Context: an optimization exercise on an open-source flow, tuned for small area and a short achievable clock period. The choices shown serve that exercise and are no tape-out recipe. At most, simulation tests tie the RTL to the original design; equivalence was not proved.

==> flow/design.v (excerpt) <==
module FAS (data_valid, data, clk, rst, fir_d, fir_valid, fft_valid, done, freq,
 fft_d1, fft_d2, fft_d3, fft_d4, fft_d5, fft_d6, fft_d7, fft_d8,
 fft_d9, fft_d10, fft_d11, fft_d12, fft_d13, fft_d14, fft_d15, fft_d0);
Settings: LEC_CHECK=0, CAP_MARGIN=20, CORE_MARGIN=2, CORE_UTILIZATION=40, CTS_CLUSTER_DIAMETER=150, CTS_CLUSTER_SIZE=20, SLEW_MARGIN=20; clock period 18.0 ns.
standard.sh (not shown) runs the stock make flow with config.mk's settings and CLKGATE_MAP_FILE= SYNTH_SCRIPT=/design/flow/synth_recipe.tcl, a recipe that flattens the netlist after the stock synthesis.
==> flow/flow/run.sh <==
#!/bin/bash
set -euo pipefail
export SETUP_SLACK_MARGIN=12.9
export BUFFER_PORTS_ARGS="-buffer_cell sky130_fd_sc_hd__buf_1"
export PRE_IO_PLACEMENT_TCL=$PWD/flow/io.tcl
R=orfs/results/sky130hd/FAS/base
bash standard.sh synth > flow_synth.log 2>&1
cp $R/1_2_yosys.v yosys_netlist_orig.v
python3 flow/fixfa.py yosys_netlist_orig.v $R/1_2_yosys.v > fixfa.log 2>&1
bash standard.sh > flow_layout.log 2>&1
Other scripts of this flow, unchanged in this note and not shown: flow/flow/fixfa.py, flow/flow/io.tcl
Rerun with:
--- a/flow/design.v
+++ b/flow/design.v
@@ -2482,25 +2482,24 @@
 wire fir_c2450 = fir_r2411 & ~fir_r2412;
 wire fir_s2451 = fir_r2414 ^ fir_r2415;
 wire fir_c2452 = fir_r2414 | fir_r2415;
 wire [31:0] fir_A = {fir_r2427,~fir_r2425,fir_r2423,~fir_r2421,~fir_r2420,~fir_r2419,~fir_r2417,~fir_r2416,fir_c2450,fir_r2413,fir_r2409,fir_r2408,fir_c2446,fir_c2444,~fir_c2442,~fir_c2440,fir_s2439,~fir_c2436,~fir_c2434,fir_c2432,~fir_r2388,~fir_r2384,~fir_r2383,~fir_r2382,~fir_r2379,~fir_r2377,~fir_r2376,~fir_r2375,~fir_r2374,~fir_r2373,fir_r2371,~fir_r2369};
 wire [31:0] fir_B = {fir_r2428,~fir_r2426,~fir_r2424,~fir_r2422,1'b0,1'b0,~fir_r2418,~fir_c2452,fir_s2451,~fir_s2449,fir_r2410,fir_c2448,fir_s2447,fir_s2445,~fir_s2443,fir_s2441,~fir_c2438,~fir_s2437,fir_s2435,fir_s2433,~fir_s2431,~fir_r2385,fir_c2430,~fir_s2429,1'b0,~fir_r2378,1'b0,1'b0,1'b0,1'b0,~fir_r2372,~fir_r2370};
 wire [31:0] fir_sum = fir_A + fir_B;
 wire [15:0] fir_hi = fir_sum[31:16];
 reg [15:0] fir_h; always @(posedge clk) fir_h <= fir_hi;
-reg [15:0] fir_q, fir_qn; wire [15:0] fir_nx;
-assign fir_nx = fir_h + {15'd0, fir_h[15]};
-always @(posedge clk) begin fir_q <= fir_nx; fir_qn <= ~fir_nx; end
+reg [15:0] fir_q;
+always @(posedge clk) fir_q <= fir_h + {15'd0, fir_h[15]};
 assign fir_d = fir_q;
 reg [0:0] c1;
 wire [3:0] c1_q = nph - 4'd3;
 always @(posedge clk) c1 <= c1_q[3];
 reg [16:0] d1 [0:7];
-wire [15:0] fir_y = ~fir_qn; wire [16:0] y17 = {fir_y[15], fir_y};
+wire [16:0] y17 = {fir_q[15], fir_q};
 wire [16:0] d1o = d1[7];
 wire [16:0] bf1_sum = d1o + y17;
 wire [16:0] bf1_dif = d1o - y17;
 reg s1_typeb; reg [15:0] s1_sum;
 integer i1;
 always @(posedge clk) begin
   d1[0] <= c1 ? bf1_dif : y17;
   for (i1=1;i1<8;i1=i1+1) d1[i1] <= d1[i1-1];
@@ -3366,23 +3365,21 @@
 reg [0:0] c4;
 wire [3:0] c4_q = nph - 4'd5;
 always @(posedge clk) c4 <= c4_q[0];
 reg [23:0] sGr, sGi;
 wire [23:0] s4r = sGr + f3r; wire [23:0] s4i = sGi + f3i;
 wire [23:0] d4r = sGr - f3r; wire [23:0] d4i = sGi - f3i;
 wire [15:0] o4r = sGr[23:8] + {15'd0, sGr[23]};
 wire [15:0] o4i = sGi[23:8] + {15'd0, sGi[23]};
-reg [31:0] ch [0:15]; reg [31:0] mreg;  
-wire [31:0] ch0n = c4 ? {s4r[23:8], s4i[23:8]} : {o4r, o4i};
+reg [31:0] ch [0:15];
 integer ic;
 always @(posedge clk) begin
-  ch[0] <= ch0n; mreg <= ~ch0n;
-  if (c4) begin sGr <= d4r; sGi <= d4i; end
-  else begin sGr <= f3r; sGi <= f3i; end
+  if (c4) begin ch[0] <= {s4r[23:8], s4i[23:8]}; sGr <= d4r; sGi <= d4i; end
+  else begin ch[0] <= {o4r, o4i}; sGr <= f3r; sGi <= f3i; end
   for (ic=1; ic<16; ic=ic+1) ch[ic] <= ch[ic-1];
 end
 assign fft_d0 = {ch[15][31:16], 16'd0};
 assign fft_d1 = ch[7];
 assign fft_d2 = ch[11];
 assign fft_d3 = ch[3];
 assign fft_d4 = ch[13];
 assign fft_d5 = ch[5];
@@ -3391,17 +3388,17 @@
 assign fft_d8 = {ch[14][31:16], 16'd0};
 assign fft_d9 = ch[6];
 assign fft_d10 = ch[10];
 assign fft_d11 = ch[2];
 assign fft_d12 = ch[12];
 assign fft_d13 = ch[4];
 assign fft_d14 = ch[8];
 assign fft_d15 = ch[0];
-wire [15:0] m_re = ~mreg[31:16]; wire [15:0] m_im = ~mreg[15:0];
+wire [15:0] m_re = ch[0][31:16]; wire [15:0] m_im = ch[0][15:0];
 wire m_re_p0_1 = m_re[0] & m_re[1];
 wire m_re_p0_2 = m_re[0] & m_re[2];
 wire m_re_p0_3 = m_re[0] & m_re[3];
 wire m_re_p0_4 = m_re[0] & m_re[4];
 wire m_re_p0_5 = m_re[0] & m_re[5];
 wire m_re_p0_6 = m_re[0] & m_re[6];
 wire m_re_p0_7 = m_re[0] & m_re[7];
 wire m_re_p0_8 = m_re[0] & m_re[8];
Effect: The changed run went through all stages and came out clean. Clock skew shrinks by 0.037 ns. Utilization came out higher by 0.38 points. Clock-buffer cell count came out lower by 3. First-iteration DRC count increases by a little under a tenth. Sequential cell count drops by 50. Non-clock buffer count is higher by 56. Design area is about the same. Maximum frequency goes down slightly. Wire length shrinks slightly.

========
Another version of the RTL of FAS (not shown whole).
Size in the first run: roughly 550 I/O pins.
==> flow/config.mk <==
export PLATFORM = sky130hd
export DESIGN_NAME = FAS
export DESIGN_NICKNAME = FAS
export VERILOG_FILES = /design/flow/design.v
export SDC_FILE = /design/flow/constraint.sdc
export NUM_CORES = 8
export LEC_CHECK = 0
export CAP_MARGIN = 20
export CORE_MARGIN = 2
export CORE_UTILIZATION = 40
export CTS_CLUSTER_DIAMETER = 150
export CTS_CLUSTER_SIZE = 20
export SLEW_MARGIN = 20
==> flow/constraint.sdc <==
create_clock -name core_clock -period 18.0 [get_ports {clk}]
set_input_delay 3.6000 -clock core_clock [delete_from_list [all_inputs] [get_ports {clk}]]
set_output_delay 3.6000 -clock core_clock [all_outputs]
set_load 0.01 [all_outputs]
==> flow/flow/run.sh <==
#!/bin/bash
set -euo pipefail
export SETUP_SLACK_MARGIN=12.9
export BUFFER_PORTS_ARGS="-buffer_cell sky130_fd_sc_hd__buf_2"
R=orfs/results/sky130hd/FAS/base
bash standard.sh synth > flow_synth.log 2>&1
cp $R/1_2_yosys.v yosys_netlist_orig.v
python3 flow/fixfa.py yosys_netlist_orig.v $R/1_2_yosys.v > fixfa.log 2>&1
bash standard.sh > flow_layout.log 2>&1
Other scripts of this flow, unchanged in this note and not shown: flow/flow/fixfa.py
Change:
--- a/flow/design.v
+++ b/flow/design.v
@@ -3346,41 +3346,39 @@
 end
 reg [0:0] c3;
 wire [3:0] c3_q = nph - 4'd2;
 always @(posedge clk) c3 <= c3_q[1];
 reg [0:0] w3;
 wire [3:0] w3_q = nph - 4'd2;
 always @(posedge clk) w3 <= w3_q[0];
-reg [25:0] sEr, sEi, sFr, sFi;
+reg [26:0] sEr, sEi, sFr, sFi;
 wire [23:0] bf3_sr = sFr[23:0] + f2r[23:0]; wire [23:0] bf3_si = sFi[23:0] + f2i[23:0];
-wire [26:0] p3r = w3 ? {sFi[25],sFi} : {sFr[25],sFr}; wire [26:0] m3r = w3 ? {f2i[25],f2i} : {f2r[25],f2r};
-wire [26:0] p3i = w3 ? {f2r[25],f2r} : {sFi[25],sFi}; wire [26:0] m3i = w3 ? {sFr[25],sFr} : {f2i[25],f2i};
-wire [26:0] x3r0 = p3r - m3r; wire [26:0] x3r1 = p3r - m3r + 27'd1;
-wire [26:0] x3i0 = p3i - m3i; wire [26:0] x3i1 = p3i - m3i + 27'd1;
-wire [23:0] t3r = x3r0[26] ? x3r1[23:0] : x3r0[23:0];
-wire [23:0] t3i = x3i0[26] ? x3i1[23:0] : x3i0[23:0];
+wire [26:0] p3r = w3 ? sFi : sFr; wire [26:0] m3r = w3 ? {f2i[25],f2i} : {f2r[25],f2r};
+wire [26:0] p3i = w3 ? {f2r[25],f2r} : sFi; wire [26:0] m3i = w3 ? sFr : {f2i[25],f2i};
+wire [26:0] x3r = p3r - m3r; wire [26:0] x3i = p3i - m3i;
+wire [23:0] o3r = sFr[23:0] + {23'd0, sFr[26]}; wire [23:0] o3i = sFi[23:0] + {23'd0, sFi[26]};
 reg [23:0] f3r, f3i;
 always @(posedge clk) begin
-  if (c3) begin sEr <= {2'b00, t3r}; sEi <= {2'b00, t3i}; f3r <= bf3_sr; f3i <= bf3_si; end
-  else begin sEr <= f2r; sEi <= f2i; f3r <= sFr[23:0]; f3i <= sFi[23:0]; end
+  if (c3) begin sEr <= x3r; sEi <= x3i; f3r <= bf3_sr; f3i <= bf3_si; end
+  else begin sEr <= {f2r[25], f2r}; sEi <= {f2i[25], f2i}; f3r <= o3r; f3i <= o3i; end
   sFr <= sEr; sFi <= sEi;
 end
 reg [0:0] c4;
 wire [3:0] c4_q = nph - 4'd5;
 always @(posedge clk) c4 <= c4_q[0];
 reg [23:0] sGr, sGi;
 wire [23:0] s4r = sGr + f3r; wire [23:0] s4i = sGi + f3i;
-wire [23:0] d4r0 = sGr - f3r; wire [23:0] d4i0 = sGi - f3i;
-wire [15:0] d4rf = d4r0[23:8] + {15'd0, d4r0[23]};
-wire [15:0] d4if = d4i0[23:8] + {15'd0, d4i0[23]};
+wire [23:0] d4r = sGr - f3r; wire [23:0] d4i = sGi - f3i;
+wire [15:0] o4r = sGr[23:8] + {15'd0, sGr[23]};
+wire [15:0] o4i = sGi[23:8] + {15'd0, sGi[23]};
 reg [31:0] ch [0:15];
 integer ic;
 always @(posedge clk) begin
-  if (c4) begin ch[0] <= {s4r[23:8], s4i[23:8]}; sGr <= {8'd0, d4rf}; sGi <= {8'd0, d4if}; end
-  else begin ch[0] <= {sGr[15:0], sGi[15:0]}; sGr <= f3r; sGi <= f3i; end
+  if (c4) begin ch[0] <= {s4r[23:8], s4i[23:8]}; sGr <= d4r; sGi <= d4i; end
+  else begin ch[0] <= {o4r, o4i}; sGr <= f3r; sGi <= f3i; end
   for (ic=1; ic<16; ic=ic+1) ch[ic] <= ch[ic-1];
 end
 assign fft_d0 = {ch[15][31:16], 16'd0};
 assign fft_d1 = ch[7];
 assign fft_d2 = ch[11];
 assign fft_d3 = ch[3];
 assign fft_d4 = ch[13];
Result: Sequential cell count increases by 4. Die area decreases by 0.70%. Clock skew decreases by 0.0099 ns. Cell count decreases by 0.81%. Worst setup slack is worse by 0.0068 ns. Routed wire length decreases by 1.4%. Core utilization increases by 0.11 points. Non-clock buffer count does not change.
The RTL of the first run of this note was laid out without a check of its function.

-- re-timing with driven ports --
In the flow no input, the clock included, has a driving cell. The finished layouts below were timed again as built, in two steps.
Step 1 sets driving cells, clkbuf_16 on the clock port and buf_2 on the other inputs (assumed; they add their load-dependent delay and slew).
Step 2 also shifts input and output timing later by t, the mid clock arrival at the registers, as if the neighbouring blocks saw the same clock.
Slacks: no drivers / after step 1 / after step 2; pairs: no drivers / after step 1.
run | t, ns | setup WS [ns] | worst setup path at the end | clock arrival spread, ns | slew at the worst register clock pin (ns)
the first run of note 1 | 0.964 | 12.976 / 12.870 / 13.124 | register to register | 0.116 / 0.116 | 0.11 / 0.11
the second run of note 1 | 0.972 | 12.908 / 12.800 / 13.141 | register to register | 0.082 / 0.082 | 0.10 / 0.10
the first run of note 2 | 0.942 | 12.901 / 12.807 / 13.147 | register to register | 0.086 / 0.085 | 0.10 / 0.10
the second run of note 2 | 0.983 | 12.895 / 12.783 / 13.073 | register to register | 0.080 / 0.080 | 0.10 / 0.10
After both steps setup and hold are still met in every run listed.
